This is an optimization exercise on Yosys and OpenROAD, whose aim is small area, not a production implementation.
Only simulation tests tie the RTL to the original design; equivalence was not proved.
The flow treats the clock pin as an ideal source, which a real chip does not have.
No activity file was given, so power comes from the tool's default toggle rates.

**design/flow/flow/run.sh**
```bash
#!/bin/bash
# Standard layout with two changes: the port buffers are the smallest buffer
# cell, and after clock tree synthesis the cells on paths with timing slack
# are downsized (OpenROAD's power recovery), which also saves area.
cp standard.sh standard_sh_copy.txt
export BUFFER_PORTS_ARGS="-buffer_cell sky130_fd_sc_hd__buf_1"
export POST_CTS_TCL="$PWD/flow/post_cts.tcl"
bash standard.sh > standard.log 2>&1
```
**design/flow/flow/post_cts.tcl**
```tcl
# downsize cells where the slack allows it
report_design_area
repair_timing -recover_power 100
report_design_area
```
**design/flow/standard.sh**
```bash
#!/bin/bash
# synth_recipe.tcl (not shown) runs the flow's synth.tcl, then flattens the netlist and writes it again
# the make line also repeats each setting of config.mk as NAME=value (left out here)
make -C /OpenROAD-flow-scripts/flow DESIGN_CONFIG=/design/flow/config.mk WORK_HOME=/design/flow/orfs CLKGATE_MAP_FILE= SYNTH_SCRIPT=/design/flow/synth_recipe.tcl "${@:-finish}"
```
**design/flow/config.mk**
```make
export PLATFORM = sky130hd
export DESIGN_NAME = LTSSM
export DESIGN_NICKNAME = LTSSM
export VERILOG_FILES = /design/flow/design.v
export SDC_FILE = /design/flow/constraint.sdc
export NUM_CORES = 4
export LEC_CHECK = 0
export CAP_MARGIN = 20
export CORE_AREA = 10 10 390 390
export CTS_BUF_LIST = sky130_fd_sc_hd__clkbuf_8
export CTS_CLUSTER_SIZE = 40
export DIE_AREA = 0 0 400 400
export SLEW_MARGIN = 20
```
**design/flow/constraint.sdc**
```tcl
create_clock -name core_clock -period 8.0 [get_ports {clk}]
set_input_delay 1.6000 -clock core_clock [delete_from_list [all_inputs] [get_ports {clk}]]
set_output_delay 1.6000 -clock core_clock [all_outputs]
set_load 0.01 [all_outputs]
```
**design/flow/design.v**
```verilog
module core_fsm(
    input            clk,
    input            rst,
    input  [3:0]     elec_idle_break,
    output           rx_det_seq_req,    
    input  [3:0]     rx_det_seq_ack,
    input  [3:0]     rx_det_valid,
    output [3:0]     ts_info,
    output           ts_update,
    input            ts_update_ack,     
    output           linkup,
    input            tsa_p2c,           
    input            tsa_p_a2c,
    output           cfg_new,           
    input            tsa_cfg            
);
localparam DQ = 2'd0, DA = 2'd1, POLL = 2'd2, CFG = 2'd3;
reg [1:0]  st, st_n;
reg        ps, ps_n;
reg [2:0]  cs, cs_n;
reg        pulse, pulse_n;
reg [3:0]  ti, ti_n;
reg        upd, upd_n;
reg        req, req_n;
reg [2:0]  lcfg;                      
assign cfg_new = ts_info[3] & (ts_info[2:0] != lcfg);
always @(posedge clk) begin
    if (rst) lcfg <= 3'd0;
    else if (ts_info[3]) lcfg <= ts_info[2:0];
end
assign rx_det_seq_req = req;
assign ts_info = ti;
assign ts_update = upd;
assign linkup = (st == CFG) && (cs == 3'd5);
reg  [31:0] q;
wire [32:0] c;
assign c[0] = 1'b1;
genvar gi;
generate for (gi = 0; gi < 32; gi = gi + 1) begin : g_inc
    assign c[gi+1] = c[gi] & q[gi];
end endgenerate
wire timeout = c[32];
wire [31:0] load_val = (st == DQ) ? ~(32'd12000000 + 32'd1) : (st == DA) ? ~(32'd12000 + 32'd1) : ~(32'd24000 + 32'd1);
always @(posedge clk) begin
    if (rst)
        q <= 32'd0;
    else if (~pulse)
        q <= load_val;
    else
        q <= q ^ c[31:0];
end
always @(posedge clk) begin
    if (rst) begin
        st <= DQ; ps <= 1'b0; cs <= 3'd0; pulse <= 1'b0;
        ti <= 4'd0; upd <= 1'b0; req <= 1'b0;
    end else begin
        st <= st_n; ps <= ps_n; cs <= cs_n; pulse <= pulse_n;
        ti <= ti_n; upd <= upd_n; req <= req_n;
    end
end
always @* begin
    st_n = st; ps_n = ps; cs_n = cs; pulse_n = pulse; ti_n = ti; upd_n = upd; req_n = req;
    if (~pulse) begin
        pulse_n = 1'b1;
        if (st[1]) begin
            ti_n = st[0] ? {1'b1, cs} : {3'b001, ps};
            upd_n = 1'b1;
        end
    end else if (st[1]) begin
        upd_n = upd & ~ts_update_ack;
    end
    case (st)
        DQ: if (|elec_idle_break || timeout) begin
                st_n = DA; pulse_n = 1'b0; req_n = 1'b1;
            end
        DA: begin
                if (&rx_det_seq_ack) req_n = 1'b0;
                if (&rx_det_valid) begin
                    st_n = POLL; pulse_n = 1'b0; req_n = 1'b0;
                end else if (timeout) begin
                    st_n = DQ;
                end
            end
        POLL: begin
                if (~ps) begin
                    if (tsa_p_a2c) begin ps_n = 1'b1; pulse_n = 1'b0; end
                end else if (tsa_p2c) begin
                    st_n = CFG; ps_n = 1'b0; pulse_n = 1'b0;
                end
                if (timeout) st_n = DQ;
            end
        CFG: begin
                if (tsa_cfg && cs == lcfg && cs != 3'd5) begin
                    cs_n = cs + 3'd1; pulse_n = 1'b0;
                end
                if (timeout) st_n = DQ;
            end
    endcase
end
endmodule
module ts_gen #(parameter [7:0] LANE = 8'h01) (
    input                clk,
    input                rst,
    input  [3:0]         ts_info,
    input                ts_update,
    output               ts_update_ack,
    input                mode,
    output               to_tsa_ts_sent_enough,
    input  [7:0]         from_tsa_rcv_link_num,
    input                from_tsa_rcv_link_num_vld,
    input                from_tsa_rcv_lane_num_vld,
    output               to_tsa_update_ack,
    output               ts_valid,
    output [127:0]       ts,
    input                ts_tx_fifo_full
);
wire       is_poll = ~ts_info[3] & ts_info[1];
wire       is_cfg  = ts_info[3];
wire [2:0] sub     = ts_info[2:0];
wire       complete = (sub == 3'd4);
reg        gs, gs_n;
reg        tack, tack_n;
reg        uack, uack_n;
reg        se, se_n;
reg        vld, vld_n;
reg        lka, lka_n;
reg        lna, lna_n;
reg        t1, t1_n;           
reg        t2, t2_n;           
reg        p1, p1_n;           
reg        k1, k1_n;           
reg        p2, p2_n;           
reg        n2, n2_n;           
assign ts_update_ack = tack;
assign to_tsa_update_ack = uack;
assign to_tsa_ts_sent_enough = se;
assign ts_valid = vld;
wire tsa_update = from_tsa_rcv_link_num_vld | from_tsa_rcv_lane_num_vld;
reg  [10:0] left;
wire [11:0] b;
assign b[0] = ~ts_tx_fifo_full;
genvar gi;
generate for (gi = 0; gi < 11; gi = gi + 1) begin : g_dec
    assign b[gi+1] = b[gi] & ~left[gi];
end endgenerate
wire [10:0] target = is_poll ? (ts_info[0] ? 11'd16 : 11'd1024) : (complete ? 11'd16 : 11'd2);
wire ge = ~|left;
always @(posedge clk) begin
    if (~gs) left <= target;
    else     left <= left ^ b[10:0];
end
always @(posedge clk) begin
    if (rst) begin
        gs <= 1'b0; tack <= 1'b0; uack <= 1'b0; se <= 1'b0; vld <= 1'b0;
        lka <= 1'b0; lna <= 1'b0; t1 <= 1'b0; t2 <= 1'b0;
        p1 <= 1'b0; k1 <= 1'b0; p2 <= 1'b0; n2 <= 1'b0;
    end else begin
        gs <= gs_n; tack <= tack_n; uack <= uack_n; se <= se_n; vld <= vld_n;
        lka <= lka_n; lna <= lna_n; t1 <= t1_n; t2 <= t2_n;
        p1 <= p1_n; k1 <= k1_n; p2 <= p2_n; n2 <= n2_n;
    end
end
always @* begin
    gs_n = gs; tack_n = tack; uack_n = uack; se_n = se; vld_n = vld;
    lka_n = lka; lna_n = lna; t1_n = t1; t2_n = t2;
    p1_n = p1; k1_n = k1; p2_n = p2; n2_n = n2;
    if (~gs) begin
        if (ts_update | tsa_update) begin
            gs_n = 1'b1;
            tack_n = ts_update;
            uack_n = tsa_update;
            se_n = 1'b0;
            if (is_poll) begin
                t1_n = ~ts_info[0]; t2_n = ts_info[0];
                p1_n = 1'b1; k1_n = 1'b0; p2_n = 1'b1; n2_n = 1'b0;
            end else if (is_cfg) begin
                t1_n = ~complete; t2_n = complete;
                case (sub)
                    3'd0: begin
                        p1_n = mode; k1_n = 1'b0; p2_n = 1'b1; n2_n = 1'b0;
                    end
                    3'd1: begin
                        if (~mode) begin
                            p1_n = 1'b0; k1_n = 1'b0; p2_n = 1'b0; n2_n = 1'b1;
                        end else begin
                            p1_n = ~lka; k1_n = lka; p2_n = ~lna; n2_n = lna;
                        end
                    end
                    3'd2: begin
                        if (mode) begin
                            p1_n = 1'b0; k1_n = 1'b0; p2_n = ~lna; n2_n = lna;
                        end
                    end
                    3'd3, 3'd4: uack_n = 1'b0;
                    default: ;
                endcase
            end
        end
    end else begin
        tack_n = 1'b0;
        uack_n = 1'b0;
        if (ge) se_n = 1'b1;
        vld_n = ~ts_tx_fifo_full;
        if (ts_update & ~tack) begin
            gs_n = 1'b0; tack_n = 1'b1; se_n = 1'b0;
        end
        if (tsa_update & ~uack) begin
            gs_n = 1'b0; uack_n = 1'b1; se_n = 1'b0;
            if (from_tsa_rcv_link_num_vld) lka_n = 1'b1;
            if (from_tsa_rcv_lane_num_vld) lna_n = 1'b1;
        end
    end
end
wire       L  = t1 | t2;
wire [7:0] s0 = {L, 1'b0, L, L, L, L, 1'b0, 1'b0};            
wire [7:0] s1 = ({8{p1}} & 8'hF7) | ({8{k1}} & from_tsa_rcv_link_num);
wire [7:0] s2 = ({8{p2}} & 8'hF7) | ({8{n2}} & LANE);
wire [7:0] s3 = {8{L}};                                       
wire [7:0] s4 = {2'b00, L, L, L, L, L, 1'b0};                 
wire [7:0] s5 = 8'h00;
wire [7:0] sid = {1'b0, L, 2'b00, t1, t2, t1, t2};           
assign ts = {s0, s1, s2, s3, s4, s5, {10{sid}}};
endmodule
module tsa_ctl(
    input        clk,
    input        rst,
    input  [3:0] ts_info,
    input        ts_update,
    output       ts_update_ack,
    output       active,      
    output       upd_new,     
    output       t8,          
    output       et2,         
    output       e1_link,     
    output       e2_num,      
    output       m1,          
    output       m2,          
    output       ts2m         
);
wire       is_poll = ~ts_info[3] & ts_info[1];
wire       is_cfg  = ts_info[3];
wire [2:0] sub     = ts_info[2:0];
reg as, tack, rt8, ret2, re1, re2, rm1, rm2, rts2m;
assign ts_update_ack = tack;
assign active = as;
assign upd_new = ts_update & ~tack;
assign t8 = rt8; assign et2 = ret2; assign e1_link = re1; assign e2_num = re2;
assign m1 = rm1; assign m2 = rm2; assign ts2m = rts2m;
always @(posedge clk) begin
    if (rst) begin
        as <= 1'b0; tack <= 1'b0; rt8 <= 1'b0; ret2 <= 1'b0; re1 <= 1'b0; re2 <= 1'b0;
        rm1 <= 1'b0; rm2 <= 1'b0; rts2m <= 1'b0;
    end else if (~as) begin
        if (ts_update) begin
            as <= 1'b1;
            tack <= 1'b1;
            if (is_poll) begin
                rt8 <= 1'b1; ret2 <= ts_info[0]; re1 <= 1'b0; re2 <= 1'b0;
                rm1 <= 1'b0; rm2 <= 1'b0;
            end else if (is_cfg) begin
                rt8 <= (sub == 3'd0) | (sub == 3'd4);
                ret2 <= (sub == 3'd4);
                case (sub)
                    3'd0: begin rm1 <= 1'b1; rm2 <= 1'b0; re2 <= 1'b0; end
                    3'd1:   begin rm1 <= 1'b0; rm2 <= 1'b1; re1 <= 1'b1; end
                    3'd2:  begin rm1 <= 1'b0; rm2 <= 1'b1; rts2m <= 1'b1; end
                    3'd4: begin rm1 <= 1'b0; rm2 <= 1'b0; re1 <= 1'b1; re2 <= 1'b1; end
                    default: ;
                endcase
            end
        end
    end else begin
        tack <= 1'b0;
        if (ts_update & ~tack) begin
            as <= 1'b0;
            tack <= 1'b1;
        end
    end
end
endmodule
module tsa #(parameter [7:0] LANE = 8'h01) (
    input                clk,
    input                rst,
    input  [3:0]         ts_info,
    input                mode,
    input                active,
    input                upd_new,
    input                t8,
    input                et2,
    input                e1_link,
    input                e2_num,
    input                m1,
    input                m2,
    input                ts2m,
    input                to_tsa_ts_sent_enough,
    output [7:0]         to_tsg_rcv_link_num,
    output               to_tsg_rcv_link_num_vld,
    output               to_tsg_rcv_lane_num_vld,
    input                from_tsg_update_ack,
    input                remote_ts_valid,
    input  [127:0]       remote_ts,
    output               tsa_p_a2c,
    output               tsa_p2c,
    input                cfg_new,           
    output               tsa_cfg            
);
wire       is_poll = ~ts_info[3] & ts_info[1];
wire       is_cfg  = ts_info[3];
wire [2:0] sub     = ts_info[2:0];
reg [15:0] cnt;
reg        f_pa2c, f_p2c;
reg        f_cfg;
reg [7:0]  link_num, lane_num;
reg        link_vld, lane_vld, link_acq, lane_acq;
assign tsa_p_a2c = f_pa2c;
assign tsa_p2c = f_p2c;
assign tsa_cfg = f_cfg;
assign to_tsg_rcv_link_num = link_num;
assign to_tsg_rcv_link_num_vld = link_vld;
assign to_tsg_rcv_lane_num_vld = lane_vld;
wire [7:0] r0 = remote_ts[127:120];
wire [7:0] r1 = remote_ts[119:112];
wire [7:0] r2 = remote_ts[111:104];
wire [7:0] r3 = remote_ts[103:96];
wire [7:0] r4 = remote_ts[95:88];
wire [7:0] r5 = remote_ts[87:80];
reg all_ts1, all_ts2;
integer i;
always @* begin
    all_ts1 = 1'b1; all_ts2 = 1'b1;
    for (i = 0; i < 10; i = i + 1) begin
        all_ts1 = all_ts1 & (remote_ts[8*i +: 8] == 8'h4A);
        all_ts2 = all_ts2 & (remote_ts[8*i +: 8] == 8'h45);
    end
end
wire       r1_link = (r1 == link_num);
wire       r2_lane = (r2 == lane_num);
wire       r2_wl   = (r2 == LANE);
wire       r2_pad  = (r2 == 8'hF7);
wire       eq_c    = (r0 == 8'hBC) & (r3 == 8'hFF) & (r4 == 8'h3E) & (r5 == 8'h00);
wire       eq1     = e1_link ? r1_link : (r1 == 8'hF7);
wire       eq2     = e2_num ? (mode ? r2_lane : r2_wl) : r2_pad;
wire       eq_id   = et2 ? all_ts2 : all_ts1;
wire       base    = eq_c & eq_id;
wire       full    = base & eq1 & eq2;
wire       mm      = base & (m1 | eq1) & (m2 | eq2);
wire       ts2ok   = (~ts2m | (eq_c & eq1)) & all_ts2;
wire       ge      = t8 ? |cnt[15:3] : |cnt[15:1];
wire       v       = remote_ts_valid;
wire       vm      = v & mm;
wire       usp_ln  = v & (mm ? ~r2_lane : (r2_lane & ts2ok));
reg inc, clr;
always @* begin
    inc = 1'b0; clr = 1'b0;
    if (is_poll) begin
        inc = v & full;
        if (upd_new) clr = 1'b1;
        else if (ge & (to_tsa_ts_sent_enough | ~t8)) clr = 1'b1;
    end
    if (is_cfg) begin
        case (sub)
            3'd0: begin
                inc = vm & (mode | (r1 == 8'h00));
                if (ge) clr = 1'b1;
            end
            3'd1: begin
                if (~mode) clr = 1'b1;
                else begin
                    inc = vm & (lane_acq | r2_wl);
                    if (ge) clr = 1'b1;
                end
            end
            3'd2, 3'd3: begin
                if (~mode) inc = vm & ((sub == 3'd2) ? ~r2_pad : r2_wl);
                else inc = usp_ln;
                if (ge) clr = 1'b1;
            end
            3'd4: begin
                inc = vm;
                if (ge & to_tsa_ts_sent_enough) clr = 1'b1;
            end
            default: ;
        endcase
        if (upd_new) clr = 1'b1;
    end
end
wire [16:0] cc;
assign cc[0] = inc;
genvar gi;
generate for (gi = 0; gi < 16; gi = gi + 1) begin : g_inc
    assign cc[gi+1] = cc[gi] & cnt[gi];
end endgenerate
always @(posedge clk) begin
    cnt <= (cnt ^ cc[15:0]) & {16{active & ~clr}};
end
always @(posedge clk) begin
    if (rst) begin
        f_pa2c <= 1'b0; f_p2c <= 1'b0; f_cfg <= 1'b0;
        link_num <= 8'd0; lane_num <= 8'd0;
        link_vld <= 1'b0; lane_vld <= 1'b0; link_acq <= 1'b0; lane_acq <= 1'b0;
    end else begin
        if (cfg_new) f_cfg <= 1'b0;
        if (active) begin
        if (is_poll & ~upd_new & ge & (to_tsa_ts_sent_enough | ~t8)) begin
            f_pa2c <= ~ts_info[0];
            f_p2c <= ts_info[0];
        end
        if (is_cfg) begin
            case (sub)
                3'd0: begin
                    if (ge) f_cfg <= 1'b1;
                    if (mode) begin
                        if (~link_acq) begin
                            if (vm) begin
                                link_num <= r1; link_vld <= 1'b1; link_acq <= 1'b1;
                            end
                        end else if (from_tsg_update_ack) begin
                            link_vld <= 1'b0;
                        end
                    end
                end
                3'd1: begin
                    if (~mode | ge) f_cfg <= 1'b1;
                    if (mode) begin
                        if (~lane_acq) begin
                            if (vm) begin
                                lane_num <= r2; lane_vld <= r2_wl; lane_acq <= r2_wl;
                            end
                        end else if (from_tsg_update_ack) begin
                            lane_vld <= 1'b0;
                        end
                    end
                end
                3'd2, 3'd3: if (ge) f_cfg <= 1'b1;
                3'd4: if (ge & to_tsa_ts_sent_enough) f_cfg <= 1'b1;
                default: ;
            endcase
        end
        end
    end
end
endmodule
module LTSSM(
    input            clk,  
    input            rst,
    input            mode,  
    input            lane0_rx_det,
    input            lane1_rx_det,
    input            lane2_rx_det,
    input            lane3_rx_det,
    input            lane0_idle_break,
    input            lane1_idle_break,
    input            lane2_idle_break,
    input            lane3_idle_break,
    output           lane0_rx_det_seq_req,
    output           lane1_rx_det_seq_req,
    output           lane2_rx_det_seq_req,
    output           lane3_rx_det_seq_req,
    input            lane0_rx_det_seq_ack,
    input            lane1_rx_det_seq_ack,
    input            lane2_rx_det_seq_ack,
    input            lane3_rx_det_seq_ack,
    input[127:0]     lane0_ts_i,
    input            lane0_ts_i_vld,
    output[127:0]    lane0_ts_o,
    output           lane0_ts_o_vld,
    input[127:0]     lane1_ts_i,
    input            lane1_ts_i_vld,
    output[127:0]    lane1_ts_o,
    output           lane1_ts_o_vld,
    input[127:0]     lane2_ts_i,
    input            lane2_ts_i_vld,
    output[127:0]    lane2_ts_o,
    output           lane2_ts_o_vld,
    input[127:0]     lane3_ts_i,
    input            lane3_ts_i_vld,
    output[127:0]    lane3_ts_o,
    output           lane3_ts_o_vld,
    input            lane0_tx_fifo_full,
    input            lane1_tx_fifo_full,
    input            lane2_tx_fifo_full,
    input            lane3_tx_fifo_full,
    output[5:0]      curr_speed,
    output           linkup
);
wire [3:0]  ts_info;
wire        ts_update;
wire        req;
wire [3:0]  gen_ack;
wire        rx_ack;
wire        active, upd_new, t8, et2, e1_link, e2_num, m1, m2, ts2m;
wire [3:0]  p_a2c, p2c, fcfg;
wire        cfg_new;
assign curr_speed = 6'h01;
assign {lane3_rx_det_seq_req, lane2_rx_det_seq_req, lane1_rx_det_seq_req, lane0_rx_det_seq_req} = {4{req}};
core_fsm core_fsm_u(
    .clk             (clk),
    .rst             (rst),
    .elec_idle_break ({lane3_idle_break, lane2_idle_break, lane1_idle_break, lane0_idle_break}),
    .rx_det_seq_req  (req),
    .rx_det_seq_ack  ({lane3_rx_det_seq_ack, lane2_rx_det_seq_ack, lane1_rx_det_seq_ack, lane0_rx_det_seq_ack}),
    .rx_det_valid    ({lane3_rx_det, lane2_rx_det, lane1_rx_det, lane0_rx_det}),
    .ts_info         (ts_info),
    .ts_update       (ts_update),
    .ts_update_ack   (&gen_ack & rx_ack),
    .linkup          (linkup),
    .tsa_p2c         (&p2c),
    .tsa_p_a2c       (&p_a2c),
    .cfg_new         (cfg_new),
    .tsa_cfg         (&fcfg)
);
tsa_ctl tsa_ctl_u(
    .clk           (clk),
    .rst           (rst),
    .ts_info       (ts_info),
    .ts_update     (ts_update),
    .ts_update_ack (rx_ack),
    .active        (active),
    .upd_new       (upd_new),
    .t8            (t8),
    .et2           (et2),
    .e1_link       (e1_link),
    .e2_num        (e2_num),
    .m1            (m1),
    .m2            (m2),
    .ts2m          (ts2m)
);
wire [7:0] lane0_link_num;
wire       lane0_link_vld, lane0_lane_vld, lane0_sent_enough, lane0_uack;
ts_gen #(.LANE(8'h01)) ts_gen_u0(
    .clk                       (clk),
    .rst                       (rst),
    .ts_info                   (ts_info),
    .ts_update                 (ts_update),
    .ts_update_ack             (gen_ack[0]),
    .mode                      (mode),
    .to_tsa_ts_sent_enough     (lane0_sent_enough),
    .from_tsa_rcv_link_num     (lane0_link_num),
    .from_tsa_rcv_link_num_vld (lane0_link_vld),
    .from_tsa_rcv_lane_num_vld (lane0_lane_vld),
    .to_tsa_update_ack         (lane0_uack),
    .ts_valid                  (lane0_ts_o_vld),
    .ts                        (lane0_ts_o),
    .ts_tx_fifo_full           (lane0_tx_fifo_full)
);
tsa #(.LANE(8'h01)) u_tsa_u0(
    .clk                     (clk),
    .rst                     (rst),
    .ts_info                 (ts_info),
    .mode                    (mode),
    .active                  (active),
    .upd_new                 (upd_new),
    .t8                      (t8),
    .et2                     (et2),
    .e1_link                 (e1_link),
    .e2_num                  (e2_num),
    .m1                      (m1),
    .m2                      (m2),
    .ts2m                    (ts2m),
    .to_tsa_ts_sent_enough   (lane0_sent_enough),
    .to_tsg_rcv_link_num     (lane0_link_num),
    .to_tsg_rcv_link_num_vld (lane0_link_vld),
    .to_tsg_rcv_lane_num_vld (lane0_lane_vld),
    .from_tsg_update_ack     (lane0_uack),
    .remote_ts_valid         (lane0_ts_i_vld),
    .remote_ts               (lane0_ts_i),
    .tsa_p_a2c               (p_a2c[0]),
    .tsa_p2c                 (p2c[0]),
    .cfg_new                 (cfg_new),
    .tsa_cfg                 (fcfg[0])
);
wire [7:0] lane1_link_num;
wire       lane1_link_vld, lane1_lane_vld, lane1_sent_enough, lane1_uack;
ts_gen #(.LANE(8'h02)) ts_gen_u1(
    .clk                       (clk),
    .rst                       (rst),
    .ts_info                   (ts_info),
    .ts_update                 (ts_update),
    .ts_update_ack             (gen_ack[1]),
    .mode                      (mode),
    .to_tsa_ts_sent_enough     (lane1_sent_enough),
    .from_tsa_rcv_link_num     (lane1_link_num),
    .from_tsa_rcv_link_num_vld (lane1_link_vld),
    .from_tsa_rcv_lane_num_vld (lane1_lane_vld),
    .to_tsa_update_ack         (lane1_uack),
    .ts_valid                  (lane1_ts_o_vld),
    .ts                        (lane1_ts_o),
    .ts_tx_fifo_full           (lane1_tx_fifo_full)
);
tsa #(.LANE(8'h02)) u_tsa_u1(
    .clk                     (clk),
    .rst                     (rst),
    .ts_info                 (ts_info),
    .mode                    (mode),
    .active                  (active),
    .upd_new                 (upd_new),
    .t8                      (t8),
    .et2                     (et2),
    .e1_link                 (e1_link),
    .e2_num                  (e2_num),
    .m1                      (m1),
    .m2                      (m2),
    .ts2m                    (ts2m),
    .to_tsa_ts_sent_enough   (lane1_sent_enough),
    .to_tsg_rcv_link_num     (lane1_link_num),
    .to_tsg_rcv_link_num_vld (lane1_link_vld),
    .to_tsg_rcv_lane_num_vld (lane1_lane_vld),
    .from_tsg_update_ack     (lane1_uack),
    .remote_ts_valid         (lane1_ts_i_vld),
    .remote_ts               (lane1_ts_i),
    .tsa_p_a2c               (p_a2c[1]),
    .tsa_p2c                 (p2c[1]),
    .cfg_new                 (cfg_new),
    .tsa_cfg                 (fcfg[1])
);
wire [7:0] lane2_link_num;
wire       lane2_link_vld, lane2_lane_vld, lane2_sent_enough, lane2_uack;
ts_gen #(.LANE(8'h04)) ts_gen_u2(
    .clk                       (clk),
    .rst                       (rst),
    .ts_info                   (ts_info),
    .ts_update                 (ts_update),
    .ts_update_ack             (gen_ack[2]),
    .mode                      (mode),
    .to_tsa_ts_sent_enough     (lane2_sent_enough),
    .from_tsa_rcv_link_num     (lane2_link_num),
    .from_tsa_rcv_link_num_vld (lane2_link_vld),
    .from_tsa_rcv_lane_num_vld (lane2_lane_vld),
    .to_tsa_update_ack         (lane2_uack),
    .ts_valid                  (lane2_ts_o_vld),
    .ts                        (lane2_ts_o),
    .ts_tx_fifo_full           (lane2_tx_fifo_full)
);
tsa #(.LANE(8'h04)) u_tsa_u2(
    .clk                     (clk),
    .rst                     (rst),
    .ts_info                 (ts_info),
    .mode                    (mode),
    .active                  (active),
    .upd_new                 (upd_new),
    .t8                      (t8),
    .et2                     (et2),
    .e1_link                 (e1_link),
    .e2_num                  (e2_num),
    .m1                      (m1),
    .m2                      (m2),
    .ts2m                    (ts2m),
    .to_tsa_ts_sent_enough   (lane2_sent_enough),
    .to_tsg_rcv_link_num     (lane2_link_num),
    .to_tsg_rcv_link_num_vld (lane2_link_vld),
    .to_tsg_rcv_lane_num_vld (lane2_lane_vld),
    .from_tsg_update_ack     (lane2_uack),
    .remote_ts_valid         (lane2_ts_i_vld),
    .remote_ts               (lane2_ts_i),
    .tsa_p_a2c               (p_a2c[2]),
    .tsa_p2c                 (p2c[2]),
    .cfg_new                 (cfg_new),
    .tsa_cfg                 (fcfg[2])
);
wire [7:0] lane3_link_num;
wire       lane3_link_vld, lane3_lane_vld, lane3_sent_enough, lane3_uack;
ts_gen #(.LANE(8'h08)) ts_gen_u3(
    .clk                       (clk),
    .rst                       (rst),
    .ts_info                   (ts_info),
    .ts_update                 (ts_update),
    .ts_update_ack             (gen_ack[3]),
    .mode                      (mode),
    .to_tsa_ts_sent_enough     (lane3_sent_enough),
    .from_tsa_rcv_link_num     (lane3_link_num),
    .from_tsa_rcv_link_num_vld (lane3_link_vld),
    .from_tsa_rcv_lane_num_vld (lane3_lane_vld),
    .to_tsa_update_ack         (lane3_uack),
    .ts_valid                  (lane3_ts_o_vld),
    .ts                        (lane3_ts_o),
    .ts_tx_fifo_full           (lane3_tx_fifo_full)
);
tsa #(.LANE(8'h08)) u_tsa_u3(
    .clk                     (clk),
    .rst                     (rst),
    .ts_info                 (ts_info),
    .mode                    (mode),
    .active                  (active),
    .upd_new                 (upd_new),
    .t8                      (t8),
    .et2                     (et2),
    .e1_link                 (e1_link),
    .e2_num                  (e2_num),
    .m1                      (m1),
    .m2                      (m2),
    .ts2m                    (ts2m),
    .to_tsa_ts_sent_enough   (lane3_sent_enough),
    .to_tsg_rcv_link_num     (lane3_link_num),
    .to_tsg_rcv_link_num_vld (lane3_link_vld),
    .to_tsg_rcv_lane_num_vld (lane3_lane_vld),
    .from_tsg_update_ack     (lane3_uack),
    .remote_ts_valid         (lane3_ts_i_vld),
    .remote_ts               (lane3_ts_i),
    .tsa_p_a2c               (p_a2c[3]),
    .tsa_p2c                 (p2c[3]),
    .cfg_new                 (cfg_new),
    .tsa_cfg                 (fcfg[3])
);
endmodule
```
==> results of run 1 <==
[registers in the layout, indices dropped and copies added, names as in the netlist, 11 cells and up]
| register | count |
|---|---|
| core_fsm_u.q | 32 |
| ts_gen_u0.left | 11 |
| ts_gen_u1.left | 11 |
| ts_gen_u2.left | 11 |
| ts_gen_u3.left | 11 |
| u_tsa_u0.cnt | 16 |
| u_tsa_u1.cnt | 16 |
| u_tsa_u2.cnt | 16 |
| u_tsa_u3.cnt | 16 |
[layout make-up]
class / count / area [um^2] / area share, %
diodes: 8 / 20.0 / 0.0798
clock buffers: 76 / 1050 / 4.17
clock inverters: 34 / 300 / 1.20
inverters: 95 / 357 / 1.42
flip-flops and latches: 309 / 6190 / 24.7
well taps: 1903 / 2380 / 9.49
multi-input cells: 1689 / 11200 / 44.6
repair buffers: 910 / 3590 / 14.3
[worst min-delay path by stage]
stage                      endpoint  cells past startpoint
finish              core_fsm_u.q[0]                      1
global route        core_fsm_u.q[0]                      1
detailed placement  core_fsm_u.q[0]                      1
global placement    core_fsm_u.q[0]                      1
floorplan           core_fsm_u.q[0]                      1
[worst max-delay path, cell delays in order]
cell and delay, ps:
buf_1 100, nor4b_1 570, nand4_1 350, nor4b_1 660
o211ai_1 400, nor3_2 250, clkbuf_1 820, o21ai_0 230
o311ai_0 170, ha_1 220, ha_1 150, ha_1 140
ha_1 160, ha_1 160, ha_1 160, ha_1 150
ha_1 150, ha_1 150, ha_1 150, ha_1 150
ha_1 150, ha_1 160, ha_1 150, ha_1 160
xor2_1 130, and2_1 130
[cells by family after synthesis]
group / count (synthesis)
simple gates: 895
other cells: 2
flops: 309
mux: 71
compound gates: 340
fa+ha+maj: 133
buf+inv: 665
xor+xnor: 65
[per-stage QoR]
stage	total power [mW]	area (um^2)
2_1_floorplan	1.84	21700
3_3_place_gp	1.94	23700
3_5_place_dp	1.95	23700
5_1_grt	3.88	25100
6_report	3.69	25100
[routing by layer]
metal | share of wire, % | track usage, % | up-vias
met5 | 0.24 | 0 | -
met4 | 2.9 | 3.27 | 34
met2 | 51 | 20.1 | 916
met3 | 11 | 3.73 | 158
met1 | 35 | 11.6 | 9112
li1 | - | - | 9314
[cells in the mapped netlist (all sizes together), types with 5 or more instances]
cell	n
buf	498
dfxtp	309
nor2	191
ha	133
a21oi	128
nand2	98
inv	93
nor4bb	76
and2	75
clkbuf	72
nand4	70
mux2i	68
nor4	61
nor3	53
nor2b	46
nand2b	45
o21ai	42
nor4b	41
nand3	36
xnor2	33
xor2	32
a21o	31
a211oi	21
or4	15
o211ai	13
a31oi	12
and3	12
nand3b	12
nor3b	12
or2	12
o22ai	11
a21bo	9
a32oi	8
o41ai	8
or3	8
or3b	8
a22oi	7
nand4b	7
o21a	6
and4	5
[where the power goes]
part | switching, mW | internal, mW | total, mW
Combinational | 0.215 | 0.131 | 0.347
Clock | 0.776 | 0.992 | 1.77
Sequential | 0.0188 | 1.56 | 1.58
==> results.py, run 1 <==
metrics = {
    "run_status": {
        "run_status": "finished clean",
    },
    "global_routing": {
        "grt_pass1_vias": 19000,
        "gr-usage-all-layers_pct": 10.9,
        "grt_max_degree": 166,
        "gr-total-overflow": 0,
        "antenna_found_initial": 34,
        "grt_pass1_wl_mm": 129,
    },
    "synth": {
        "yosys.cell_types.count": 78,
        "synthesis.instances": 2480,
        "yosysTopAreaCellShare_pct": 29.4,
        "synth-adder-area-share_pct": 7.92,
        "synth.area.mux_share_pct": 3.42,
        "ys_warn_count": 10,
        "yosys.area_share.xor_xnor_pct": 2.71,
        "synth_simple_gate_area_share_pct": 25.3,
        "ys_top_cells_by_area": "dfxtp_1 29%, buf_4 17%, ha_1 7.9%",
        "synth.avg_cell_area_um2": 8.47,
        "ys_seq_elements": 309,
        "synth_top_family_by_area": "simple AND/OR/NAND/NOR gates",
        "synth_edf_count": 0,
        "async_reset_ff_share_pct": 0,
        "synth_area_um2": 21000,
        "synth.largest_area_cell": "dfxtp_1",
        "yosysSeqAreaShare_pct": 29.4,
        "synth-compound-area-share_pct": 10.5,
        "ys.flop_type": "dfxtp_1",
    },
    "sta": {
        "worstMarginPinSlew_ps": 1090,
        "setup_tns_ps": 0,
        "worst_slack_ps": 862,
        "hold_ws_ps": 432,
        "fin_crit_sh_pct": 89.2,
        "clock.fmax_mhz": 140,
        "finalHoldViolations": 0,
        "fin_crit_ps": 7140,
        "rsz0062_at_grt": "no",
        "finClkSkew_ps": 74.8,
        "drv_slew": 0,
        "setup_viol": 0,
        "relSlewSlack_pct": 26.5,
    },
    "critical_path": {
        "critical_path_arrival_ps": 7790,
        "r2r-end": "core_fsm_u.req",
        "required_ps": 8650,
        "cp-startpoint": "lane2_ts_i[29]",
        "reg2regPathDepth": 35,
        "critPathKind": "input port to register",
        "r2r_start": "core_fsm_u.q[0]",
        "timing.critical_path.to": "u_tsa_u2.cnt[15]",
        "cp-start-kind": "input port",
        "r2r_slack_ps": 1220,
        "end_kind": "register",
        "path_max_fanout": 20,
    },
    "detailed_routing": {
        "drtPass1Iterations": 5,
        "vias": 19500,
        "via_per_inst": 3.89,
        "wirelength_mm": 95.7,
        "drtAntennaViolNets": 0,
        "wire_per_inst_um": 19.1,
        "dr.first_iter.drc_count": 1083,
        "drc": 0,
    },
    "cts": {
        "cts_tree": "built",
        "clock_sinks": 309,
        "clk_pin_slew_ps": 60,
        "clk_latency_ps": 730,
    },
    "finish": {
        "nets": 3732,
        "num-fill-cells": 16300,
        "drive_above_1_share_pct": 5.49,
        "fin_util_pct": 17.5,
        "final_cell_mix": "864 x buf_1, 308 x dfxtp_1, 189 x nor2_1",
        "final_common_cell": "buf_1",
        "synthToLayoutAreaGrowth_pct": 19.4,
        "final_cells": 5024,
    },
    "power_and_ir_drop": {
        "power_density_nw_per_um2": 147,
        "peakVddDrop_mv": 0.119,
        "p_leak_nw": 9.36,
    },
    "worst_hold_path": {
        "worst_hold_path_type": "register to register",
        "min_from": "core_fsm_u.q[0]",
    },
    "floorplanning": {
        "rows": 139,
        "die_area_um2": 160000,
        "die_height_um": 400,
        "ios": 1062,
        "die_x_um": 400,
        "start_util_pct": 14.6,
        "coreArea_um2": 143000,
    },
    "flow_run": {
        "maxCapViolCount": 0,
    },
    "placed_design": {
        "pre_cts_ws_ps": 407,
        "placedCellCount": 4900,
        "dpl.hpwl_mm": 81.4,
        "place.gp.congestion": 0.886,
        "port-buffer-count": 876,
    },
}
==> run 2, diff against run 1 <==
==> design/flow/flow/run.sh (replaced) <==
#!/bin/bash
# Standard layout, but the port buffers are the smallest buffer cell.
cp standard.sh standard_sh_copy.txt
export BUFFER_PORTS_ARGS="-buffer_cell sky130_fd_sc_hd__buf_1"
bash standard.sh > standard.log 2>&1
--- a/design/flow/config.mk
+++ b/design/flow/config.mk
@@ -8,6 +8,4 @@
 export CAP_MARGIN = 20
 export CORE_AREA = 10 10 390 390
-export CTS_BUF_LIST = sky130_fd_sc_hd__clkbuf_8
-export CTS_CLUSTER_SIZE = 40
 export DIE_AREA = 0 0 400 400
 export SLEW_MARGIN = 20
removed: design/flow/flow/post_cts.tcl
==> run 2 against run 1 <==
Still clean. Sequential share of layout area increased by 0.052 points. Register-to-register slack about the same. Non-clock buffer count decreased by 6. Fmax increased by 3.9%. Power increased by 2.5%. Sequential power about the same. Global-route usage about the same. Final cell count decreased by 0.92%. Clock power increased by 5%. Clock skew decreased by 36 ps. Design area decreased by 0.21%. Clock-buffer cell count decreased by 25. Largest cell class unchanged.
==> results.py, run 2 <==
metrics = {
    "critical_path": {
        "slowest_delay_ps": 700,
        "path_max_fanout": 3,
        "cp-start-kind": "input port",
        "end_kind": "register",
        "path_common_cell": "ha_1",
        "critPathKind": "input port to register",
        "critPathBufInv": 1,
        "crit_slowest_cell": "nor4_1",
        "critical_path_arrival_ps": 7350,
        "required_ps": 8480,
        "cp_top_family": "adder cells",
    },
    "detailed_routing": {
        "wire_per_inst_um": 19.2,
        "vias": 19400,
        "drc": 0,
        "wirelength_mm": 95.6,
        "drtAntennaViolNets": 0,
        "via_per_inst": 3.89,
        "dr.first_iter.drc_count": 1109,
        "drtPass1Iterations": 6,
    },
    "sta": {
        "setup_viol": 0,
        "worstMarginPinSlew_ps": 1010,
        "worst_slack_ps": 1130,
        "fin_crit_sh_pct": 85.9,
        "finClkSkew_ps": 38.5,
        "clock.fmax_mhz": 146,
        "fin_crit_ps": 6870,
        "finalHoldViolations": 0,
        "drv_slew": 0,
        "rsz0062_at_grt": "no",
        "relSlewSlack_pct": 32.3,
        "setup_tns_ps": 0,
    },
    "finish": {
        "nets": 3708,
        "num-fill-cells": 16200,
        "top_register": "core_fsm_u.q",
        "largest_reg_flops": 32,
        "synthToLayoutAreaGrowth_pct": 19.1,
        "final_cells": 4978,
        "finalInstanceArea_um2": 25000,
        "final_common_cell": "buf_1",
        "final_cell_mix": "875 x buf_1, 308 x dfxtp_1, 189 x nor2_1",
        "drive_above_1_share_pct": 4.72,
    },
    "synth": {
        "async_reset_ff_share_pct": 0,
        "yosysSeqAreaShare_pct": 29.4,
        "synth_area_um2": 21000,
        "synthesis.instances": 2480,
        "ys_top_cells_by_area": "dfxtp_1 29%, buf_4 17%, ha_1 7.9%",
        "synth_edf_count": 0,
        "yosysMostFrequentCell": "buf_4",
        "yosys.cell_types.count": 78,
        "ys_warn_count": 10,
        "ys.flop_type": "dfxtp_1",
        "ys_seq_elements": 309,
        "synth.avg_cell_area_um2": 8.47,
        "synth.largest_area_cell": "dfxtp_1",
        "synth_commonest_cells": "488 x buf_4, 309 x dfxtp_1, 191 x nor2_1, 133 x ha_1, 128 x a21oi_1",
        "yosysTopAreaCellShare_pct": 29.4,
    },
    "global_routing": {
        "antenna_found_initial": 33,
        "grt_pass1_wl_mm": 128,
        "grt_pass1_vias": 18800,
        "grt_max_degree": 166,
        "gr-usage-all-layers_pct": 10.9,
        "gr-total-overflow": 0,
    },
    "cts": {
        "clk_pin_slew_ps": 60,
        "htreeDepth": 2,
        "clk_latency_ps": 600,
        "clock_sinks": 309,
        "cts_buffers": 41,
        "cts_root_buf": "clkbuf_16",
        "cts_hold_buf": 0,
        "ctsResizeCount": 0,
        "clock_path_buffers": 3,
        "cts_tree": "built",
        "cts_setup_buffers": 0,
    },
    "placed_design": {
        "dpl_cell_area_um2": 23700,
        "place.gp.congestion": 0.886,
        "pre_cts_ws_ps": 407,
        "dpl.hpwl_mm": 81.4,
        "placedCellCount": 4900,
        "port-buffer-count": 876,
    },
    "power_and_ir_drop": {
        "peakVddDrop_mv": 0.130,
        "power_density_nw_per_um2": 151,
        "p_leak_nw": 9.30,
    },
    "floorplanning": {
        "coreArea_um2": 143000,
        "die_x_um": 400,
        "die_area_um2": 160000,
        "ios": 1062,
        "start_util_pct": 14.6,
        "rows": 139,
        "die_height_um": 400,
    },
    "flow_run": {
        "maxCapViolCount": 0,
    },
    "run_status": {
        "run_status": "finished clean",
    },
    "worst_hold_path": {
        "worst_hold_path_type": "register to register",
    },
}
run 2: cell counts after synthesis:
No cell type changed its count.
run 2: power breakdown:
group	switching (mW)	total, mW	internal, mW	leakage [nW]
clock	0.791	1.86	1.07	0.666
combinational	0.214	0.343	0.130	6.13
sequential	0.0186	1.58	1.56	2.50
total	1.02	3.78	2.76	9.30
run 2: cells by family (layout without fill, tap and decap cells):
logic type      count (synthesis)  in the layout  synth area share (%)
xor+xnor                       65             65                  2.71
other cells                     2            191                0.0357
fa+ha+maj                     133            133                  7.92
flops                         309            309                  29.4
compound gates                340            340                  10.5
mux                            71             71                  3.42
simple gates                  895            895                  25.3
buf+inv                       665           1071                  20.7
run 2: worst paths after layout:
check	startpoint	end	slack, ps	cells past startpoint
min	core_fsm_u.q[0]	core_fsm_u.q[0]	430	1
min reg2reg	core_fsm_u.q[0]	core_fsm_u.q[0]	430	1
max	lane2_ts_i[66]	u_tsa_u2.cnt[15]	1130	25
max reg2reg	core_fsm_u.q[0]	core_fsm_u.req	1230	35
run 2: per-layer routing:
metal	wire [um]	GRT usage (%)	share of wire, %
met5	210	0	0.22
met3	10700	4.03	11
met1	33400	11.4	35
met4	2840	3.34	3.0
met2	48400	20.1	51
run 2: worst register-to-register path: cells and delay by family (launching register included):
family | cells | cell delay [ps]
simple gates | 3 | 420
fa+ha+maj | 31 | 5680
flops | 1 | 310
compound gates | 1 | 250
run 2: cell type report:
class	instances	area, um^2	share of cell area [%]
flip-flops and latches	309	6190	24.7
inverters	95	357	1.42
clock buffers	51	1120	4.49
repair buffers	904	3530	14.1
diodes	6	15.0	0.0600
multi-input cells	1689	11200	44.8
well taps	1903	2380	9.51
clock inverters	21	229	0.915
run 2: stage by stage:
stage	total power [mW]	util [%]	hold slack, ps
floorplan	1.84	-	403
global placement	1.94	16.5	417
detailed placement	1.95	16.5	422
CTS	3.87	17.4	430
global route	3.96	17.4	462
finish	3.78	17.4	428
==> run 3, diff against run 2 <==
==> design/flow/flow/run.sh (replaced) <==
#!/bin/bash
# Standard layout with two changes:
#  - synthesis maps the logic with an area-oriented ABC script (flow/abc_area.script);
#    the registers and every other synthesis step are the standard ones;
#  - the port buffers are the smallest buffer cell.
set -euo pipefail
{ head -n 1 synth_recipe.tcl; cat flow/abc_wrap.tcl; tail -n +2 synth_recipe.tcl; } > area_synth.tcl
export FLOW_ABC_SCRIPT="$PWD/flow/abc_area.script"
export BUFFER_PORTS_ARGS="-buffer_cell sky130_fd_sc_hd__buf_1"
bash standard.sh SYNTH_SCRIPT="$PWD/area_synth.tcl" finish > standard.log 2>&1
==> design/flow/flow/abc_area.script (new file) <==
&get -n
&st
&syn2
&dch -f
&nf -a -R 1000
&st
&dch -f
&nf -a -R 1000
&put
topo
stime -c
dnsize -c
==> design/flow/flow/abc_wrap.tcl (new file) <==
# Run ABC with the area-oriented script given in FLOW_ABC_SCRIPT instead of
# the one the standard synthesis picks; everything else stays as it is.
proc abc {args} {
  set i [lsearch -exact $args -script]
  if { $i >= 0 } {
    lset args [expr { $i + 1 }] $::env(FLOW_ABC_SCRIPT)
  }
  puts "abc (area script): $args"
  yosys abc {*}$args
}
==> run 3 against run 2 <==
Power decreased by 3.3%. Via count decreased by 3.2%. Die area unchanged. Routed wire length decreased by 7.1%. Sequential cell count unchanged. Fmax decreased by 5.6%. Clock-buffer cell count decreased by 4. Final cell count decreased by 0.66%. Global-route usage decreased by 0.80 points. Utilization decreased by 0.78 points. Highest routed layer unchanged.
==> results.py, run 3 <==
metrics = {
    "cts": {
        "cts_tree": "built",
        "clock_sinks": 309,
        "cts_setup_buffers": 0,
        "cts_root_buf": "clkbuf_16",
        "clk_latency_ps": 580,
        "cts_buffers": 36,
        "htreeDepth": 2,
        "clock_path_buffers": 3,
        "clk_pin_slew_ps": 60,
        "ctsResizeCount": 0,
        "cts_hold_buf": 0,
    },
    "synth": {
        "yosys.cell_types.count": 55,
        "ys_warn_count": 10,
        "async_reset_ff_share_pct": 0,
        "yosysTopAreaCellShare_pct": 31.5,
        "yosysMostFrequentCell": "buf_4",
        "synth_edf_count": 0,
        "synth_commonest_cells": "486 x buf_4, 309 x dfxtp_1, 287 x nor2_1, 133 x ha_1, 120 x a21oi_1",
        "yosysSeqAreaShare_pct": 31.5,
        "synth.avg_cell_area_um2": 8.30,
        "synth_area_um2": 19600,
        "ys_seq_elements": 309,
        "synthesis.instances": 2363,
        "synth.largest_area_cell": "dfxtp_1",
        "ys.flop_type": "dfxtp_1",
        "ys_top_cells_by_area": "dfxtp_1 32%, buf_4 19%, ha_1 8.5%",
    },
    "power_and_ir_drop": {
        "power_density_nw_per_um2": 153,
        "peakVddDrop_mv": 0.129,
        "p_leak_nw": 8.90,
    },
    "floorplanning": {
        "die_area_um2": 160000,
        "rows": 139,
        "start_util_pct": 13.7,
        "ios": 1062,
        "die_x_um": 400,
        "die_height_um": 400,
        "coreArea_um2": 143000,
    },
    "worst_hold_path": {
        "worst_hold_path_type": "register to register",
        "worstHoldPathCells": 1,
        "min_from": "core_fsm_u.q[0]",
        "min_to": "core_fsm_u.q[0]",
    },
    "run_status": {
        "run_status": "finished clean",
    },
    "flow_run": {
        "maxCapViolCount": 0,
    },
    "finish": {
        "top_register": "core_fsm_u.q",
        "final_common_cell": "buf_1",
        "num-fill-cells": 16300,
        "synthToLayoutAreaGrowth_pct": 21.9,
        "final_cells": 4945,
        "multi_input_area_um2": 10200,
        "final-seq-area_um2": 6190,
        "final_cell_mix": "875 x buf_1, 308 x dfxtp_1, 287 x nor2_1",
        "drive_above_1_share_pct": 3.46,
        "largest_reg_flops": 32,
        "nets": 3682,
        "fin_util_pct": 16.7,
    },
    "detailed_routing": {
        "wirelength_mm": 88.7,
        "drtPass1Iterations": 6,
        "dr.first_iter.drc_count": 1216,
        "vias": 18700,
        "drc": 0,
        "drtAntennaViolNets": 0,
        "via_per_inst": 3.79,
        "wire_per_inst_um": 17.9,
    },
    "critical_path": {
        "required_ps": 8470,
        "end_kind": "register",
        "r2r_start": "core_fsm_u.q[0]",
        "critPathKind": "input port to register",
        "path_common_cell": "ha_1",
        "cp-start-kind": "input port",
        "r2r_slack_ps": 1130,
        "reg2regPathDepth": 35,
        "path_max_fanout": 2,
        "slowest_delay_ps": 860,
        "critical_path_arrival_ps": 7750,
        "crit_slowest_cell": "nor3_1",
        "r2r-end": "core_fsm_u.st[0]",
    },
    "placed_design": {
        "port-buffer-count": 876,
        "place.gp.congestion": 0.934,
        "placedCellCount": 4879,
        "pre_cts_ws_ps": 125,
        "dpl.hpwl_mm": 76.2,
    },
    "sta": {
        "relSlewSlack_pct": 30.0,
        "setup_tns_ps": 0,
        "fin_crit_ps": 7280,
        "worst_slack_ps": 724,
        "finClkSkew_ps": 31.4,
        "finalHoldViolations": 0,
        "worstMarginPinSlew_ps": 1050,
        "drv_slew": 0,
        "setup_viol": 0,
        "clock.fmax_mhz": 137,
        "fin_crit_sh_pct": 91.0,
        "rsz0062_at_grt": "no",
    },
    "global_routing": {
        "grt_pass1_wl_mm": 121,
        "gr-usage-all-layers_pct": 10.1,
        "gr-total-overflow": 0,
        "grt_max_degree": 190,
        "antenna_found_initial": 25,
        "grt_pass1_vias": 17700,
    },
}
run 3: changes by cell type after synthesis, moves of 26 or more:
| cell | delta |
|---|---|
| clkbuf_1 | -72 |
| nor2_1 | +96 |
| inv_1 | -92 |
| mux2i_1 | -27 |
| and3_1 | +41 |
| and2_0 | +26 |
| clkinv_1 | +85 |
| and2_1 | -75 |
| nor4bb_1 | -64 |
| nor3_1 | +55 |
| nor2b_1 | +28 |
run 3: worst max-delay path by stage:
| stage | start | cells past startpoint | slack (ps) | end |
|---|---|---|---|---|
| finish | lane1_ts_i[53] | 31 | 720 | u_tsa_u1.cnt[15] |
| global route | lane2_ts_i[26] | 34 | 380 | u_tsa_u2.cnt[15] |
| CTS | lane1_ts_i[52] | 31 | 730 | u_tsa_u1.cnt[15] |
| detailed placement | lane1_ts_i[52] | 31 | 120 | u_tsa_u1.cnt[15] |
| global placement | lane1_ts_i[52] | 31 | -20 | u_tsa_u1.cnt[15] |
| floorplan | lane3_ts_i[25] | 30 | 1400 | u_tsa_u3.cnt[15] |
run 3: power by group:
| group | switching (mW) | internal, mW | total, mW |
|---|---|---|---|
| Clock | 0.729 | 1.02 | 1.75 |
| Combinational | 0.214 | 0.118 | 0.332 |
| Sequential | 0.0181 | 1.56 | 1.58 |
| Total | 0.961 | 2.70 | 3.66 |
run 3: critical path, delay by kind of cell:
family	cells	cell delay (ps)
fa+ha+maj	15	2700
simple gates	10	2660
buf+inv	3	410
compound gates	2	240
xor+xnor	1	130
run 3: per-layer routing:
layer | vias to the layer above | track usage, % | part of all wire (%)
met4 | 12 | 2.15 | 1.6
li1 | 8975 | - | -
met2 | 866 | 16.4 | 46
met5 | - | 0 | 0.090
met1 | 8786 | 13.3 | 43
met3 | 101 | 2.58 | 9.8
run 3: stage by stage:
stage / instance area, um^2 / hold slack, ps / power, mW
CTS: 23900 / 426 / 3.71
floorplan: 20300 / 398 / 1.81
global placement: 22600 / 410 / 1.93
detailed placement: 22600 / 418 / 1.93
finish: 23900 / 427 / 3.66
global route: 23900 / 448 / 3.82
run 3: cell families (layout without fill, tap and decap cells):
group / Yosys count / in the layout / share of synthesized area [%]
and+or+nand+nor: 939 / 939 / 25.0
buffers and inverters: 573 / 1066 / 20.3
AOI/OAI and AO/OA: 315 / 315 / 10.3
DFF: 309 / 309 / 31.5
adders and majority gates: 133 / 133 / 8.48
xor gates and xnor gates: 51 / 51 / 2.28
muxes: 41 / 41 / 2.09
other: 2 / 188 / 0.0383
run 3: layout make-up:
cell class                 count  area share, %
antenna                        3         0.0314
clock buffer                  47           4.19
clock inverter                16          0.973
inverter                      87           1.37
multi-input combinational   1664           42.5
sequential                   309           25.9
tap                         1903           9.96
timing repair buffer         916           15.1
==> run 4, diff against run 3 <==
--- a/design/flow/config.mk
+++ b/design/flow/config.mk
@@ -8,4 +8,6 @@
 export CAP_MARGIN = 20
 export CORE_AREA = 10 10 390 390
+export CTS_CLUSTER_DIAMETER = 60
+export CTS_CLUSTER_SIZE = 24
 export DIE_AREA = 0 0 400 400
 export SLEW_MARGIN = 20
==> run 4 against run 3 <==
Clock skew shrank 2.4 ps. Clock power fell by 17%. Critical path depth stayed put. Sequential share of layout area up 0.29 points. Final cell count down 0.34%. Synthesized cell count unchanged. Register-to-register slack about the same. Hold slack improved by 4.2 ps. First-iteration DRC count is 11% higher.
==> results.py, run 4 <==
metrics = {
    "critical_path": {
        "reg2regPathDepth": 35,
        "crit_slowest_cell": "nor3_1",
        "critPathKind": "input port to register",
        "end_kind": "register",
        "cp-start-kind": "input port",
        "cp.depth": 31,
        "critPathBufInv": 3,
        "required_ps": 8500,
        "critical_path_arrival_ps": 7680,
        "path_max_fanout": 2,
        "path_common_cell": "ha_1",
        "slowest_delay_ps": 800,
        "cp_top_family": "adder cells",
    },
    "global_routing": {
        "gr-usage-all-layers_pct": 9.99,
        "antenna_found_initial": 24,
        "grt_pass1_wl_mm": 120,
        "grt_max_degree": 190,
        "gr-total-overflow": 0,
        "grt_pass1_vias": 17600,
    },
    "floorplanning": {
        "die_x_um": 400,
        "die_area_um2": 160000,
        "die_height_um": 400,
        "coreArea_um2": 143000,
        "start_util_pct": 13.7,
        "rows": 139,
        "ios": 1062,
    },
    "sta": {
        "worst_slack_ps": 819,
        "fin_crit_sh_pct": 89.8,
        "drv_slew": 0,
        "hold_ws_ps": 431,
        "clock.fmax_mhz": 139,
        "worstMarginPinSlew_ps": 1110,
        "finClkSkew_ps": 29.0,
        "relSlewSlack_pct": 25.1,
        "setup_viol": 0,
        "rsz0062_at_grt": "no",
        "fin_crit_ps": 7180,
        "finalHoldViolations": 0,
    },
    "detailed_routing": {
        "wirelength_mm": 88.3,
        "wire_per_inst_um": 17.9,
        "via_per_inst": 3.80,
        "drtPass1Iterations": 5,
        "dr.first_iter.drc_count": 1344,
        "drc": 0,
        "vias": 18700,
        "drtAntennaViolNets": 0,
    },
    "cts": {
        "clock_sinks": 309,
        "clock_path_buffers": 3,
        "cts_root_buf": "clkbuf_16",
        "cts_setup_buffers": 0,
        "clk_latency_ps": 610,
        "ctsResizeCount": 0,
        "clk_pin_slew_ps": 90,
        "cts_hold_buf": 0,
        "cts_tree": "built",
        "cts_buffers": 26,
        "htreeDepth": 1,
    },
    "synth": {
        "yosys.cell_types.count": 55,
        "ys.flop_type": "dfxtp_1",
        "synth_edf_count": 0,
        "async_reset_ff_share_pct": 0,
        "synthesis.instances": 2363,
        "ys_seq_elements": 309,
        "synth_area_um2": 19600,
        "yosysTopAreaCellShare_pct": 31.5,
        "synth_commonest_cells": "486 x buf_4, 309 x dfxtp_1, 287 x nor2_1, 133 x ha_1, 120 x a21oi_1",
        "ys_warn_count": 10,
        "yosysMostFrequentCell": "buf_4",
        "ys_top_cells_by_area": "dfxtp_1 32%, buf_4 19%, ha_1 8.5%",
        "synth.avg_cell_area_um2": 8.30,
        "synth.largest_area_cell": "dfxtp_1",
        "yosysSeqAreaShare_pct": 31.5,
    },
    "worst_hold_path": {
        "worstHoldPathCells": 1,
        "worst_hold_path_type": "register to register",
    },
    "finish": {
        "final_cells": 4928,
        "nets": 3672,
        "final_common_cell": "buf_1",
        "top_register": "core_fsm_u.q",
        "drive_above_1_share_pct": 3.11,
        "synthToLayoutAreaGrowth_pct": 20.6,
        "final_cell_mix": "875 x buf_1, 308 x dfxtp_1, 287 x nor2_1",
        "largest_reg_flops": 32,
    },
    "power_and_ir_drop": {
        "p_leak_nw": 8.77,
        "peakVddDrop_mv": 0.145,
        "power_density_nw_per_um2": 142,
        "finalPower_mw": 3.36,
    },
    "placed_design": {
        "placedCellCount": 4879,
        "pre_cts_ws_ps": 125,
        "place.gp.congestion": 0.934,
        "port-buffer-count": 876,
        "dpl.hpwl_mm": 76.2,
    },
    "flow_run": {
        "maxCapViolCount": 0,
    },
    "run_status": {
        "run_status": "finished clean",
    },
}
==> run 4: changes by cell type in the layout (fill, tap and decap cells not counted), moves of 2 or more <==
cell	previous run	this run
bufinv_16	4	0
clkbuf_1	5	0
clkinv_8	0	5
inv_6	3	1
clkinvlp_4	4	1
inv_12	0	6
clkbuf_8	6	2
clkinv_2	3	0
inv_16	0	2
clkbuf_16	36	26
==> run 4: stage by stage <==
step,instance area (um^2),setup TNS (ps),util (%)
after floorplan,20300,0,-
after global placement,22600,-24.4,15.8
after detailed placement,22600,0,15.8
after CTS,23600,0,16.5
after global routing,23600,0,16.5
final,23600,0,16.5
==> run 4: power by group <==
part	switching [mW]	total (mW)	leakage (nW)	internal, mW
combinational	0.214	0.332	5.81	0.118
sequential	0.0182	1.57	2.50	1.56
clock	0.766	1.45	0.465	0.686
==> run 4: cell families after synthesis <==
kind of cell | Yosys count | synth area share [%]
mux | 41 | 2.09
flops | 309 | 31.5
compound gates | 315 | 10.3
other cells | 2 | 0.0383
fa+ha+maj | 133 | 8.48
buf+inv | 573 | 20.3
xor+xnor | 51 | 2.28
simple gates | 939 | 25.0
==> run 4: final timing paths <==
check                     end  slack, ps             from
max          u_tsa_u1.cnt[15]        820   lane1_ts_i[52]
min           core_fsm_u.q[0]        430  core_fsm_u.q[0]
max reg2reg  core_fsm_u.st[0]       1140  core_fsm_u.q[0]
min reg2reg   core_fsm_u.q[0]        430  core_fsm_u.q[0]
==> run 4: routing by layer <==
| metal | vias up | part of all wire [%] | track usage [%] |
|---|---|---|---|
| met2 | 884 | 46 | 16.4 |
| met4 | 12 | 1.5 | 1.71 |
| met5 | - | 0.091 | 0 |
| met3 | 91 | 9.7 | 2.37 |
| met1 | 8763 | 43 | 13.4 |
| li1 | 8966 | - | - |
==> run 4: area by class of cell <==
cell class	count	area, um^2
antenna	2	5.00
clock buffer	28	678
clock inverter	19	297
fill	16300	120000
inverter	87	327
multi-input combinational	1664	10200
sequential	309	6190
tap	1903	2380
timing repair buffer	916	3600
==> run 5, diff against run 4 <==
--- a/design/flow/flow/run.sh
+++ b/design/flow/flow/run.sh
@@ -8,3 +8,4 @@
 export FLOW_ABC_SCRIPT="$PWD/flow/abc_area.script"
 export BUFFER_PORTS_ARGS="-buffer_cell sky130_fd_sc_hd__buf_1"
+export SKIP_REPAIR_TIE_FANOUT=1
 bash standard.sh SYNTH_SCRIPT="$PWD/area_synth.tcl" finish > standard.log 2>&1
==> run 5 against run 4 <==
Still clean on timing, DRC and antenna. Hold slack lost 2.4 ps. Design area shrank 2.2%. First-iteration DRC count shrank 14%. Synthesized cell count is the same. Power grew 5.0%. Combinational power shrank 2%. Critical path depth is the same. Sequential cell count is the same. Sequential power is essentially flat. Fmax shrank 0.13%. Sequential share of layout area grew 0.60 points. Clock power grew 12%. Largest power group is now clock.
==> results.py, run 5 <==
metrics = {
    "detailed_routing": {
        "wirelength_mm": 86.3,
        "wire_per_inst_um": 18.1,
        "drtPass1Iterations": 5,
        "via_per_inst": 3.77,
        "vias": 17900,
        "drc": 0,
        "dr.first_iter.drc_count": 1158,
        "drtAntennaViolNets": 0,
    },
    "finish": {
        "largest_reg_flops": 32,
        "finalInstanceArea_um2": 23100,
        "final_cells": 4759,
        "top_register": "core_fsm_u.q",
        "final_cell_mix": "875 x buf_1, 309 x dfxtp_1, 287 x nor2_1",
        "nets": 3484,
        "synthToLayoutAreaGrowth_pct": 17.8,
        "drive_above_1_share_pct": 3.21,
        "fin_util_pct": 16.1,
        "final_common_cell": "buf_1",
    },
    "synth": {
        "ys_seq_elements": 309,
        "synth.largest_area_cell": "dfxtp_1",
        "synth_edf_count": 0,
        "synthesis.instances": 2363,
        "synth_commonest_cells": "486 x buf_4, 309 x dfxtp_1, 287 x nor2_1, 133 x ha_1, 120 x a21oi_1",
        "ys_warn_count": 10,
        "yosysTopAreaCellShare_pct": 31.5,
        "synth_area_um2": 19600,
        "ys.flop_type": "dfxtp_1",
        "async_reset_ff_share_pct": 0,
        "yosys.cell_types.count": 55,
        "ys_top_cells_by_area": "dfxtp_1 32%, buf_4 19%, ha_1 8.5%",
        "yosysMostFrequentCell": "buf_4",
        "synth.avg_cell_area_um2": 8.30,
        "yosysSeqAreaShare_pct": 31.5,
    },
    "floorplanning": {
        "ios": 1062,
        "coreArea_um2": 143000,
        "die_x_um": 400,
        "start_util_pct": 13.7,
        "die_area_um2": 160000,
        "die_height_um": 400,
        "rows": 139,
    },
    "power_and_ir_drop": {
        "p_leak_nw": 8.22,
        "power_density_nw_per_um2": 152,
        "finalPower_mw": 3.52,
        "peakVddDrop_mv": 0.148,
    },
    "sta": {
        "finClkSkew_ps": 43.1,
        "fin_crit_ps": 7190,
        "rsz0062_at_grt": "no",
        "relSlewSlack_pct": 23.2,
        "hold_ws_ps": 428,
        "setup_tns_ps": 0,
        "worst_slack_ps": 810,
        "worstMarginPinSlew_ps": 1150,
        "setup_viol": 0,
        "clock.fmax_mhz": 139,
        "finalHoldViolations": 0,
        "drv_slew": 0,
        "fin_crit_sh_pct": 89.9,
    },
    "global_routing": {
        "gr-total-overflow": 0,
        "grt_pass1_wl_mm": 119,
        "antenna_found_initial": 35,
        "grt_pass1_vias": 17600,
        "grt_max_degree": 185,
        "gr-usage-all-layers_pct": 9.94,
    },
    "critical_path": {
        "critical_path_arrival_ps": 7690,
        "timing.critical_path.to": "u_tsa_u1.cnt[15]",
        "r2r-end": "core_fsm_u.st[0]",
        "critPathKind": "input port to register",
        "path_common_cell": "ha_1",
        "reg2regPathDepth": 35,
        "crit_slowest_cell": "nor4b_1",
        "r2r_start": "core_fsm_u.q[0]",
        "required_ps": 8500,
        "r2r_slack_ps": 1120,
        "cp-start-kind": "input port",
        "cp-startpoint": "lane1_ts_i[20]",
        "path_max_fanout": 2,
        "end_kind": "register",
        "slowest_delay_ps": 570,
    },
    "placed_design": {
        "dpl_cell_area_um2": 21900,
        "place.gp.congestion": 0.949,
        "port-buffer-count": 876,
        "dpl.hpwl_mm": 74.5,
        "pre_cts_ws_ps": -25.9,
        "placedCellCount": 4688,
    },
    "cts": {
        "cts_root_buf": "clkbuf_16",
        "ctsResizeCount": 0,
        "htreeDepth": 1,
        "cts_tree": "built",
        "clock_path_buffers": 3,
        "clk_pin_slew_ps": 90,
        "cts_buffers": 29,
        "clk_latency_ps": 640,
        "cts_hold_buf": 0,
        "cts_setup_buffers": 0,
        "clock_sinks": 309,
    },
    "run_status": {
        "run_status": "finished clean",
    },
    "flow_run": {
        "maxCapViolCount": 0,
    },
    "worst_hold_path": {
        "worst_hold_path_type": "register to register",
    },
}
run 5: cell counts after synthesis:
Identical to the previous run, type by type.
run 5: how the worst min path moves through the flow:
stage,startpoint,endpoint,slack (ps),cells past startpoint
global route,core_fsm_u.q[0],core_fsm_u.q[0],460,1
global placement,core_fsm_u.q[0],core_fsm_u.q[0],410,1
CTS,core_fsm_u.q[0],core_fsm_u.q[0],440,1
floorplan,core_fsm_u.q[0],core_fsm_u.q[0],400,1
finish,core_fsm_u.q[0],core_fsm_u.q[0],430,1
detailed placement,core_fsm_u.q[0],core_fsm_u.q[0],420,1
run 5: cells by family after synthesis:
kind of cell               count (synthesis)  share of synthesized area, %
AOI/OAI and AO/OA                        315                          10.3
xor gates and xnor gates                  51                          2.28
adders and majority gates                133                          8.48
buffers and inverters                    573                          20.3
DFF                                      309                          31.5
muxes                                     41                          2.09
other                                      2                        0.0383
and+or+nand+nor                          939                          25.0
run 5: per-layer routing:
layer / wire, um / vias up / GRT usage, %
li1: - / 8802 / -
met1: 36000 / 8343 / 12.1
met2: 41500 / 686 / 16.8
met3: 7200 / 89 / 2.97
met4: 1550 / 16 / 2.68
met5: 90 / - / 0.696
run 5: cell type report:
class	instances	area, um^2
Inverter	87	327
Clock inverter	24	419
Multi-Input combinational cell	1481	9490
Antenna cell	18	45.0
Clock buffer	29	726
Fill cell	16400	120000
Tap cell	1903	2380
Sequential cell	309	6190
Timing Repair Buffer	908	3540
run 5: report_power, final:
| group | switching [mW] | internal, mW |
|---|---|---|
| Sequential | 0.0177 | 1.56 |
| Combinational | 0.208 | 0.117 |
| Clock | 0.831 | 0.794 |
| Total | 1.06 | 2.47 |
run 5: critical path: cells and delay by family:
family | cells | cell delay, ps
AO/OA/AOI/OAI | 2 | 430
AND/OR/NAND/NOR | 10 | 2380
buffers and inverters | 3 | 420
adder cells (fa/ha/maj) | 15 | 2710
XOR/XNOR | 1 | 130

[afterwards: timing with drivers on the ports]
Ports are ideal in the flow. The routed layouts listed here were re-timed in OpenROAD.
Step 1 (the two cells are an assumption about what drives the block):
set clk [get_ports {clk}]
set_driving_cell -lib_cell sky130_fd_sc_hd__clkbuf_16 $clk
set_driving_cell -lib_cell sky130_fd_sc_hd__buf_2 [delete_from_list [all_inputs] $clk]
Step 2 times the ports against the registers' clock, not the clock port: input delays grow and output delays shrink by t, the midpoint of the rising clock arrivals with the driver on.
Slacks: ideal ports / drivers / drivers and shift; pairs: ideal ports / drivers.
| run | shift t [ns] | setup slack, ns | hold slack, ns | worst setup path after step 2 |
|---|---|---|---|---|
| run 1 | 0.770 | 0.862 / 0.905 / 0.136 | 0.432 / 0.432 / 0.432 | input to register |
| run 2 | 0.663 | 1.130 / 1.179 / 0.515 | 0.428 / 0.428 / 0.428 | input to register |
| run 3 | 0.633 | 0.724 / 0.762 / 0.129 | 0.427 / 0.427 / 0.427 | input to register |
| run 4 | 0.665 | 0.819 / 0.862 / 0.197 | 0.431 / 0.431 / 0.431 | input to register |
| run 5 | 0.678 | 0.810 / 0.847 / 0.168 | 0.428 / 0.428 / 0.428 | input to register |
After both steps setup and hold are still met in every run listed. The setup slack of run 1, which loses most, moves by +0.043 ns with the drivers and by -0.726 ns with both steps.
